Source: an optimization exercise on an open RTL-to-GDS flow (aim: small area, a short achievable clock period and few clock cycles). Production flows keep margins and buffers that such runs may drop.
Only simulation tests tie the RTL to the original design; equivalence was not proved.

==> inputs of amber <==
==> flow/design.v <==
module BalotelliMulDiv (
  input Clk,
  input Rst,
  input InValid,
  input [3:0] InOp,
  input [63:0] InA,
  input [63:0] InB,
  output InReady,
  output OutValid,
  output [63:0] OutResult
);
  reg SMul;          
  reg SShift;        
  reg SStep1;        
  reg SStep4;        
  reg Rdy;           
  reg First;         
  reg [5:0] BNeg, BOne, BTwo;  
  reg OpW, OpRem;
  reg NegA, NegB, Dz;
  reg [5:0] Cnt;     
  reg [6:0] LzA, LzB;  
  reg TV;            
  reg TW;
  reg OV;
  reg AInv, AZero, BInv, BSelC, BSelD, ACin;
  reg A3SelAlt;
  reg [63:0] X1, S, C, Out;
  reg [64:0] X2, X3;
  assign InReady = Rdy;
  assign OutValid = OV;
  assign OutResult = Out;
  function [6:0] clz64(input [63:0] v);
    reg [1:0] c1 [0:31];
    reg z1 [0:31];
    reg [2:0] c2 [0:15];
    reg z2 [0:15];
    reg [3:0] c3 [0:7];
    reg z3 [0:7];
    reg [4:0] c4 [0:3];
    reg z4 [0:3];
    reg [5:0] c5 [0:1];
    reg z5 [0:1];
    integer i;
    begin
      for (i = 0; i < 32; i = i + 1) begin
        z1[i] = ~(v[2*i+1] | v[2*i]);
        c1[i] = {1'b0, ~v[2*i+1]};
      end
      for (i = 0; i < 16; i = i + 1) begin
        z2[i] = z1[2*i+1] & z1[2*i];
        c2[i] = z1[2*i+1] ? {1'b1, c1[2*i][0]} : {1'b0, c1[2*i+1][0]};
      end
      for (i = 0; i < 8; i = i + 1) begin
        z3[i] = z2[2*i+1] & z2[2*i];
        c3[i] = z2[2*i+1] ? {1'b1, c2[2*i][1:0]} : {1'b0, c2[2*i+1][1:0]};
      end
      for (i = 0; i < 4; i = i + 1) begin
        z4[i] = z3[2*i+1] & z3[2*i];
        c4[i] = z3[2*i+1] ? {1'b1, c3[2*i][2:0]} : {1'b0, c3[2*i+1][2:0]};
      end
      for (i = 0; i < 2; i = i + 1) begin
        z5[i] = z4[2*i+1] & z4[2*i];
        c5[i] = z4[2*i+1] ? {1'b1, c4[2*i][3:0]} : {1'b0, c4[2*i+1][3:0]};
      end
      if (z5[1] & z5[0]) clz64 = 7'd64;
      else clz64 = z5[1] ? {2'b01, c5[0][4:0]} : {2'b00, c5[1][4:0]};
    end
  endfunction
  wire [63:0] AddA = (S ^ {64{AInv}}) & {64{~AZero}};
  wire [63:0] AddB = ((C ^ {64{BInv}}) & {64{BSelC}}) | (~X2[63:0] & {64{BSelD}});
  wire [65:0] AddWide = {1'b0, AddA, ACin} + {1'b0, AddB, ACin};
  wire [64:0] AddSum = AddWide[65:1];
  wire [66:0] Sub2Wide = {2'b00, S, ~NegB} + {1'b0, ~{X2[63:0], NegB}, ~NegB};
  wire [65:0] Sub2 = Sub2Wide[66:1];
  wire [64:0] A3 = A3SelAlt ? (SStep1 ? {2'b00, X2[64:2]} : {1'b0, X1}) : {1'b0, S};
  wire [64:0] B3 = SStep1 ? {1'b0, X2[64:2], NegB} : (~X3 & {65{~SShift}});
  wire C3In = SStep1 ? NegB : (SShift ? NegA : ~NegB);
  wire [66:0] Add3Wide = {1'b0, A3, C3In} + {1'b0, B3, C3In};
  wire [65:0] Add3 = Add3Wide[66:1];
  wire Ge1 = AddSum[64] & ~X2[64];
  wire Ge2 = Sub2[65];
  wire Ge3 = Add3[65];
  wire Q1 = SStep4 & (Ge3 | Ge2);
  wire Q0 = SStep4 ? (Ge3 | (Ge1 & ~Ge2)) : Ge1;
  wire [63:0] Qm = X2[63:0];
  wire [12:0] BNextBits = Rdy ? {InBExt[11:0], 1'b0} : {Qm[23:11]};
  wire [5:0] Ng = BNeg;
  wire [63:0] PP [0:5];
  genvar k;
  generate
    for (k = 0; k < 6; k = k + 1) begin : g_pp
      wire [2:0] bd = BNextBits[2*k+2:2*k];
      wire [63:0] m = X1 << (2*k);
      always @(posedge Clk) begin
        BNeg[k] <= bd[2] & ~(bd[1] & bd[0]);
        BOne[k] <= bd[1] ^ bd[0];
        BTwo[k] <= (bd[2] & ~bd[1] & ~bd[0]) | (~bd[2] & bd[1] & bd[0]);
      end
      assign PP[k] = (({64{BOne[k]}} & m) | ({64{BTwo[k]}} & {m[62:0], 1'b0})) ^ {64{BNeg[k]}};
    end
  endgenerate
  wire [63:0] S0 = First ? 64'h0 : S;
  wire [63:0] C0 = First ? 64'h0 : C;
  function [127:0] csa(input [63:0] x, input [63:0] y, input [63:0] z, input n);
    reg [63:0] m;
    begin
      m = (x & y) | (x & z) | (y & z);
      csa = {x ^ y ^ z, m[62:0], n};
    end
  endfunction
  wire [127:0] Ra = csa(PP[0], PP[1], PP[2], Ng[0]);
  wire [127:0] Rb = csa(PP[3], PP[4], PP[5], Ng[1]);
  wire [127:0] Rd = csa(Ra[127:64], Ra[63:0], Rb[127:64], Ng[2]);
  wire [127:0] Re = csa(Rb[63:0], S0, C0, Ng[3]);
  wire [127:0] Rf = csa(Rd[127:64], Rd[63:0], Re[127:64], Ng[4]);
  wire [127:0] Rh = csa(Rf[127:64], Rf[63:0], Re[63:0], Ng[5]);
  wire [63:0] S2 = Rh[127:64];
  wire [63:0] C2 = Rh[63:0];
  wire MulLastNext = (&Qm[63:23]) | ~(|Qm[63:23]);
  wire [63:0] QmNext = {{12{Qm[63]}}, Qm[63:12]};
  wire MulLastIn = (&InB[63:11]) | ~(|InB[63:11]) |
                   (InOp[3] & ((&InB[31:11]) | ~(|InB[31:11])));
  wire InSg = ~InOp[0] | ~InOp[2];
  wire [63:0] InAExt = InOp[3] ? {{32{InSg & InA[31]}}, InA[31:0]} : InA;
  wire [63:0] InBExt = InOp[3] ? {{32{InSg & InB[31]}}, InB[31:0]} : InB;
  wire InNegA = InOp[2] & ~InOp[0] & (InOp[3] ? InA[31] : InA[63]);
  wire InNegB = InOp[2] & ~InOp[0] & (InOp[3] ? InB[31] : InB[63]);
  wire [63:0] InV = InAExt ^ {64{InNegA}};
  wire [63:0] InY = InBExt ^ {64{InNegB}};
  wire [63:0] PVLen = InNegA ? {InV[62:0], 1'b1} : InV;
  wire [63:0] PY = InY;
  wire PDz = ~(|InY) & ~InNegB;
  wire [7:0] PJ = {1'b0, LzB} - {1'b0, LzA};
  wire PSkip = PJ[7] | Dz;
  wire [5:0] Half = PJ[6:1] + {5'b0, PJ[0]};
  reg [64:0] Sh;
  always @(*) begin
    Sh = X2;
    if (PJ[0]) Sh = {Sh[62:0], {2{NegB}}};
    if (PJ[1]) Sh = {Sh[62:0], {2{NegB}}};
    if (PJ[2]) Sh = {Sh[60:0], {4{NegB}}};
    if (PJ[3]) Sh = {Sh[56:0], {8{NegB}}};
    if (PJ[4]) Sh = {Sh[48:0], {16{NegB}}};
    if (PJ[5]) Sh = {Sh[32:0], {32{NegB}}};
    if (PJ[6]) Sh = {Sh[0], {64{NegB}}};
    if (PSkip) Sh = {65{1'b1}};
  end
  wire [63:0] Res = TW ? {{32{AddSum[31]}}, AddSum[31:0]} : AddSum[63:0];
  wire Busy = SMul | SShift | SStep1 | SStep4;
  wire TVNext = Rst & Rdy & Busy;
  wire ShNext = Rdy & InValid & InOp[2];
  wire TNegNext = OpRem ? NegA : (NegA ^ NegB);
  always @(posedge Clk) begin
    if (Rdy) begin
      X1 <= InV;
      X2 <= {1'b0, InY};
      NegA <= InNegA;
      NegB <= InNegB;
      Dz <= PDz;
      OpW <= InOp[3];
      OpRem <= InOp[1];
    end else if (SMul) begin
      X1 <= {X1[51:0], 12'h0};
      X2 <= {1'b0, QmNext};
    end else if (SShift) begin
      X2 <= Sh;
    end else begin
      X2 <= {2'b00, X2[64:2]};
    end
    X3 <= SStep1 ? Add3[64:0] : {2'b00, X3[64:2]};
    if (SMul) begin
      S <= S2;
      C <= C2;
    end else begin
      if (SShift | (Q1 & Q0)) S <= Add3[63:0];
      else if (Q1) S <= Sub2[63:0];
      else if (Q0) S <= AddSum[63:0];
      if (SShift) C <= 64'h0;
      else if (SStep4) C <= {C[61:0], Q1, Q0};
      else C <= {C[62:0], Q0};
    end
    Out <= Res;
    First <= Rdy;
    if (Rdy) begin
      LzA <= clz64(PVLen);
      LzB <= clz64(PY);
    end
    if (SShift) begin
      Cnt <= Half;
    end else if (SStep4) begin
      Cnt <= Cnt - 6'd1;
    end
    TW <= OpW;
    AInv <= TVNext & ~SMul & OpRem & TNegNext;
    AZero <= TVNext & ~SMul & ~OpRem;
    BInv <= TVNext & ~SMul & (TNegNext | Dz);
    BSelC <= TVNext & (SMul | ~OpRem);
    BSelD <= ~TVNext;
    ACin <= TVNext ? (~SMul & TNegNext & ~(~OpRem & Dz)) : ~NegB;
    A3SelAlt <= ShNext | (~Rdy & SShift);
    if (!Rst) begin
      SMul <= 1'b0;
      SShift <= 1'b0;
      SStep1 <= 1'b0;
      SStep4 <= 1'b0;
      Rdy <= 1'b1;
      TV <= 1'b0;
      OV <= 1'b0;
    end else begin
      TV <= TVNext;
      OV <= TV;
      if (Rdy) begin
        SMul <= InValid & ~InOp[2];
        SShift <= InValid & InOp[2];
        SStep1 <= 1'b0;
        SStep4 <= 1'b0;
        Rdy <= ~InValid | (~InOp[2] & MulLastIn);
      end else begin
        SShift <= 1'b0;
        SStep1 <= SShift;
        SStep4 <= SStep1 | SStep4;
        if (SMul) Rdy <= MulLastNext;
        else if (SShift) Rdy <= PSkip | (Half == 6'd0);
        else if (SStep1) Rdy <= Cnt == 6'd1;
        else Rdy <= Cnt == 6'd2;
      end
    end
  end
endmodule
==> flow/run.sh <==
#!/bin/bash
# synth_recipe.tcl (not shown) runs the flow's synth.tcl, then flattens the netlist and writes it again
# the make line also repeats each setting of config.mk as NAME=value (left out here)
make -C /OpenROAD-flow-scripts/flow DESIGN_CONFIG=/design/flow/config.mk WORK_HOME=/design/flow/orfs CLKGATE_MAP_FILE= SYNTH_SCRIPT=/design/flow/synth_recipe.tcl finish
==> flow/config.mk <==
export PLATFORM = sky130hd
export DESIGN_NAME = BalotelliMulDiv
export DESIGN_NICKNAME = BalotelliMulDiv
export VERILOG_FILES = /design/flow/design.v
export SDC_FILE = /design/flow/constraint.sdc
export NUM_CORES = 4
export LEC_CHECK = 0
export CAP_MARGIN = 20
export CORE_MARGIN = 2
export CORE_UTILIZATION = 40
export SETUP_SLACK_MARGIN = 3.5
export SLEW_MARGIN = 20
==> flow/constraint.sdc <==
create_clock -name core_clock -period 8.0 [get_ports {Clk}]
set_input_delay 1.6000 -clock core_clock [delete_from_list [all_inputs] [get_ports {Clk}]]
set_output_delay 1.6000 -clock core_clock [all_outputs]
set_load 0.01 [all_outputs]
==> inputs of umber, as changes to amber <==
==> flow/design.v, changed modules only <==
module BalotelliMulDiv (
  input Clk,
  input Rst,
  input InValid,
  input [3:0] InOp,
  input [63:0] InA,
  input [63:0] InB,
  output InReady,
  output OutValid,
  output [63:0] OutResult
);
  reg SMul;          
  reg SShift;        
  reg SStep1;        
  reg SStep4;        
  reg Rdy;           
  reg First;         
  reg [5:0] BNeg, BOne, BTwo;  
  reg OpW, OpRem;
  reg NegA, NegB, Dz;
  reg [5:0] Cnt;     
  reg [6:0] LzA, LzB;  
  reg TV;            
  reg TW;
  reg OV;
  reg AInv, AZero, BInv, BSelC, BSelD, ACin;
  reg A3SelS, A3SelX1, A3SelX2;  
  reg [63:0] X1, S, C, Out;
  reg [64:0] X2, X3;
  assign InReady = Rdy;
  assign OutValid = OV;
  assign OutResult = Out;
  function [6:0] clz64(input [63:0] v);
    reg [1:0] c1 [0:31];
    reg z1 [0:31];
    reg [2:0] c2 [0:15];
    reg z2 [0:15];
    reg [3:0] c3 [0:7];
    reg z3 [0:7];
    reg [4:0] c4 [0:3];
    reg z4 [0:3];
    reg [5:0] c5 [0:1];
    reg z5 [0:1];
    integer i;
    begin
      for (i = 0; i < 32; i = i + 1) begin
        z1[i] = ~(v[2*i+1] | v[2*i]);
        c1[i] = {1'b0, ~v[2*i+1]};
      end
      for (i = 0; i < 16; i = i + 1) begin
        z2[i] = z1[2*i+1] & z1[2*i];
        c2[i] = z1[2*i+1] ? {1'b1, c1[2*i][0]} : {1'b0, c1[2*i+1][0]};
      end
      for (i = 0; i < 8; i = i + 1) begin
        z3[i] = z2[2*i+1] & z2[2*i];
        c3[i] = z2[2*i+1] ? {1'b1, c2[2*i][1:0]} : {1'b0, c2[2*i+1][1:0]};
      end
      for (i = 0; i < 4; i = i + 1) begin
        z4[i] = z3[2*i+1] & z3[2*i];
        c4[i] = z3[2*i+1] ? {1'b1, c3[2*i][2:0]} : {1'b0, c3[2*i+1][2:0]};
      end
      for (i = 0; i < 2; i = i + 1) begin
        z5[i] = z4[2*i+1] & z4[2*i];
        c5[i] = z4[2*i+1] ? {1'b1, c4[2*i][3:0]} : {1'b0, c4[2*i+1][3:0]};
      end
      if (z5[1] & z5[0]) clz64 = 7'd64;
      else clz64 = z5[1] ? {2'b01, c5[0][4:0]} : {2'b00, c5[1][4:0]};
    end
  endfunction
  wire [63:0] AddA = (S ^ {64{AInv}}) & {64{~AZero}};
  wire [63:0] AddB = ((C ^ {64{BInv}}) & {64{BSelC}}) | (X2[63:0] & {64{BSelD}});
  wire [65:0] AddWide = {1'b0, AddA, ACin} + {1'b0, AddB, ACin};
  wire [64:0] AddSum = AddWide[65:1];
  wire [66:0] Sub2Wide = {2'b00, S, ~NegB} + {1'b0, X2[63:0], ~NegB, ~NegB};
  wire [65:0] Sub2 = Sub2Wide[66:1];
  wire [64:0] A3 = ({1'b0, S} & {65{A3SelS}}) | ({1'b0, X1} & {65{A3SelX1}}) |
                   ({2'b11, X2[64:2]} & {65{A3SelX2}});
  wire [64:0] B3 = ({1'b1, X2[64:2], ~NegB} & {65{A3SelX2}}) | (X3 & {65{A3SelS}});
  wire C3In = SShift ? NegA : ~NegB;
  wire [66:0] Add3Wide = {1'b0, A3, C3In} + {1'b0, B3, C3In};
  wire [65:0] Add3 = Add3Wide[66:1];
  wire Ge1 = AddSum[64] & X2[64];
  wire Ge2 = Sub2[65];
  wire Ge3 = Add3[65];
  wire Q1 = SStep4 & Ge2;
  wire Q0 = SStep4 ? (Ge3 | (Ge1 & ~Ge2)) : Ge1;
  wire T3 = SShift | (SStep4 & Ge3);
  wire T2 = SStep4 & Ge2;
  wire [63:0] DivS = T3 ? Add3[63:0] : T2 ? Sub2[63:0] : Ge1 ? AddSum[63:0] : S;
  wire [63:0] Qm = X2[63:0];
  wire [12:0] BNextBits = Rdy ? {InBExt[11:0], 1'b0} : {Qm[23:11]};
  wire [5:0] Ng = BNeg;
  wire [63:0] PP [0:5];
  genvar k;
  generate
    for (k = 0; k < 6; k = k + 1) begin : g_pp
      wire [2:0] bd = BNextBits[2*k+2:2*k];
      wire [63:0] m = X1 << (2*k);
      always @(posedge Clk) begin
        BNeg[k] <= bd[2] & ~(bd[1] & bd[0]);
        BOne[k] <= bd[1] ^ bd[0];
        BTwo[k] <= (bd[2] & ~bd[1] & ~bd[0]) | (~bd[2] & bd[1] & bd[0]);
      end
      assign PP[k] = (({64{BOne[k]}} & m) | ({64{BTwo[k]}} & {m[62:0], 1'b0})) ^ {64{BNeg[k]}};
    end
  endgenerate
  wire [63:0] S0 = First ? 64'h0 : S;
  wire [63:0] C0 = First ? 64'h0 : C;
  function [127:0] csa(input [63:0] x, input [63:0] y, input [63:0] z, input n);
    reg [63:0] m;
    begin
      m = (x & y) | (x & z) | (y & z);
      csa = {x ^ y ^ z, m[62:0], n};
    end
  endfunction
  wire [127:0] Ra = csa(PP[0], PP[1], PP[2], Ng[0]);
  wire [127:0] Rb = csa(PP[3], PP[4], PP[5], Ng[1]);
  wire [127:0] Rd = csa(Ra[127:64], Ra[63:0], Rb[127:64], Ng[2]);
  wire [127:0] Re = csa(Rb[63:0], S0, C0, Ng[3]);
  wire [127:0] Rf = csa(Rd[127:64], Rd[63:0], Re[127:64], Ng[4]);
  wire [127:0] Rh = csa(Rf[127:64], Rf[63:0], Re[63:0], Ng[5]);
  wire [63:0] S2 = Rh[127:64];
  wire [63:0] C2 = Rh[63:0];
  wire MulLastNext = (&Qm[63:23]) | ~(|Qm[63:23]);
  wire [63:0] QmNext = {{12{Qm[63]}}, Qm[63:12]};
  wire MulLastIn = (&InB[63:11]) | ~(|InB[63:11]) |
                   (InOp[3] & ((&InB[31:11]) | ~(|InB[31:11])));
  wire InSg = ~InOp[0] | ~InOp[2];
  wire [63:0] InAExt = InOp[3] ? {{32{InSg & InA[31]}}, InA[31:0]} : InA;
  wire [63:0] InBExt = InOp[3] ? {{32{InSg & InB[31]}}, InB[31:0]} : InB;
  wire InNegA = InOp[2] & ~InOp[0] & (InOp[3] ? InA[31] : InA[63]);
  wire InNegB = InOp[2] & ~InOp[0] & (InOp[3] ? InB[31] : InB[63]);
  wire [63:0] InV = InAExt ^ {64{InNegA}};
  wire [63:0] PVLen = InNegA ? {InV[62:0], 1'b1} : InV;
  wire [63:0] InX2 = InBExt ^ {64{InNegB ^ InOp[2]}};
  wire [63:0] PY = ~InX2;
  wire PDz = ~(|PY) & ~InNegB;
  wire [7:0] PJ = {1'b0, LzB} - {1'b0, LzA};
  wire PSkip = PJ[7] | Dz;
  wire [5:0] Half = PJ[6:1] + {5'b0, PJ[0]};
  wire NB = ~NegB;
  reg [64:0] Sh;
  always @(*) begin
    Sh = X2;
    if (PJ[0]) Sh = {Sh[62:0], {2{NB}}};
    if (PJ[1]) Sh = {Sh[62:0], {2{NB}}};
    if (PJ[2]) Sh = {Sh[60:0], {4{NB}}};
    if (PJ[3]) Sh = {Sh[56:0], {8{NB}}};
    if (PJ[4]) Sh = {Sh[48:0], {16{NB}}};
    if (PJ[5]) Sh = {Sh[32:0], {32{NB}}};
    if (PJ[6]) Sh = {Sh[0], {64{NB}}};
    if (PSkip) Sh = {65{1'b0}};
  end
  wire [63:0] Res = TW ? {{32{AddSum[31]}}, AddSum[31:0]} : AddSum[63:0];
  wire Busy = SMul | SShift | SStep1 | SStep4;
  wire TVNext = Rst & Rdy & Busy;
  wire ShNext = Rdy & InValid & InOp[2];
  wire TNegNext = OpRem ? NegA : (NegA ^ NegB);
  always @(posedge Clk) begin
    if (Rdy) begin
      X1 <= InV;
      X2 <= {InOp[2], InX2};
      NegA <= InNegA;
      NegB <= InNegB;
      Dz <= PDz;
      OpW <= InOp[3];
      OpRem <= InOp[1];
    end else if (SMul) begin
      X1 <= {X1[51:0], 12'h0};
      X2 <= {1'b0, QmNext};
    end else if (SShift) begin
      X2 <= Sh;
    end else begin
      X2 <= {2'b11, X2[64:2]};
    end
    X3 <= SStep1 ? Add3[64:0] : {2'b11, X3[64:2]};
    S <= SMul ? S2 : DivS;
    if (SMul) begin
      C <= C2;
    end else begin
      if (SShift) C <= 64'h0;
      else if (SStep4) C <= {C[61:0], Q1, Q0};
      else C <= {C[62:0], Q0};
    end
    Out <= Res;
    First <= Rdy;
    if (Rdy) begin
      LzA <= clz64(PVLen);
      LzB <= clz64(PY);
    end
    if (SShift) begin
      Cnt <= Half;
    end else if (SStep4) begin
      Cnt <= Cnt - 6'd1;
    end
    TW <= OpW;
    AInv <= TVNext & ~SMul & OpRem & TNegNext;
    AZero <= TVNext & ~SMul & ~OpRem;
    BInv <= TVNext & ~SMul & (TNegNext | Dz);
    BSelC <= TVNext & (SMul | ~OpRem);
    BSelD <= ~TVNext;
    ACin <= TVNext ? (~SMul & TNegNext & ~(~OpRem & Dz)) : ~NegB;
    A3SelS <= ~ShNext & ~(~Rdy & SShift);
    A3SelX1 <= ShNext;
    A3SelX2 <= ~Rdy & SShift;
    if (!Rst) begin
      SMul <= 1'b0;
      SShift <= 1'b0;
      SStep1 <= 1'b0;
      SStep4 <= 1'b0;
      Rdy <= 1'b1;
      TV <= 1'b0;
      OV <= 1'b0;
    end else begin
      TV <= TVNext;
      OV <= TV;
      if (Rdy) begin
        SMul <= InValid & ~InOp[2];
        SShift <= InValid & InOp[2];
        SStep1 <= 1'b0;
        SStep4 <= 1'b0;
        Rdy <= ~InValid | (~InOp[2] & MulLastIn);
      end else begin
        SShift <= 1'b0;
        SStep1 <= SShift;
        SStep4 <= SStep1 | SStep4;
        if (SMul) Rdy <= MulLastNext;
        else if (SShift) Rdy <= PSkip | (Half == 6'd0);
        else if (SStep1) Rdy <= Cnt == 6'd1;
        else Rdy <= Cnt == 6'd2;
      end
    end
  end
endmodule
==> notes <==
Between umber and amber, the lower first-iteration DRC count is in umber (gap about 6%, measured against amber). Die area: umber is lower than amber (0.64%). Register-to-register slack is about the same in amber and umber. In design area, amber and umber hardly differ. Of amber and umber, umber has the higher worst setup slack (gap 0.0069 ns). Of umber and amber, umber has the higher sequential cell count (gap 2). Of amber and umber, amber has the higher synthesized area (gap about 0.66%, measured against umber). Against amber, the synthesized cell count of umber is smaller by about 3%.
==> figures <==
item                                                                            umber           amber
Layout filler cell count                                                        14200           14300
Post-synthesis share of cell area spent on and, or, nand and nor gates          0.137           0.145
Chip height                                                                    384 um          386 um
Slew @ Worst Pin                                                              1.23 ns         1.28 ns
Run status                                           no timing/DRC/antenna violations  no timing/DRC/antenna violations
Critical path startpoint                                                AZero$_DFF_P_  X2[44]$_DFF_P_
Synthesized area per cell                                                   8.07 um^2       7.89 um^2
Initial antenna violation count                                                    41              11
Routed length on met2                                                       137000 um       112000 um
Met3 Resource Use GR                                                           0.0922           0.148
CORE AREA                                                                  0.144 mm^2      0.145 mm^2
Width of the die                                                               384 um          386 um
R2r worst-path depth                                                               18              15
Die area                                                                   0.148 mm^2      0.149 mm^2
FP Rows                                                                           139             140
Flop2flop setup slack                                                         3.45 ns         3.44 ns
Fraction of area in multi-input gates                                           0.667           0.666
Testbench counts of amber, summed over its fixed seeds: cycles 14,539.
Testbench counts of umber, summed over its fixed seeds: cycles 14,539.

==> separate check: timing with driven ports <==
No port has a modelled driver above. Below, the same layouts with a new extraction and two added sets of constraints.
Step 1, drivers: a clkbuf_16 drives Clk and a buf_2 each remaining input, both assumed.
Step 2 adds t to the input delays and takes it off the output delays; t is the mean of the earliest and latest rising clock arrival at the registers after step 1. Input paths then give back, and output paths get back, about the clock's delay inside the block.
a / b / c = ideal / step 1 / step 2; a / b = the first two.
| run | shift t [ns] | setup slack, ns | hold slack, ns | worst slew at a driven data input, ns |
|---|---|---|---|---|
| amber | 0.790 | 3.440 / 3.440 / 2.892 | 0.364 / 0.364 / 0.364 | 0.05 |
| umber | 0.792 | 3.447 / 3.447 / 2.887 | 0.349 / 0.349 / 0.349 | 0.11 |
After both steps setup and hold are still met in every run listed. The setup slack of umber, which loses most, moves by 0.000 ns with the drivers and by -0.560 ns with both steps.
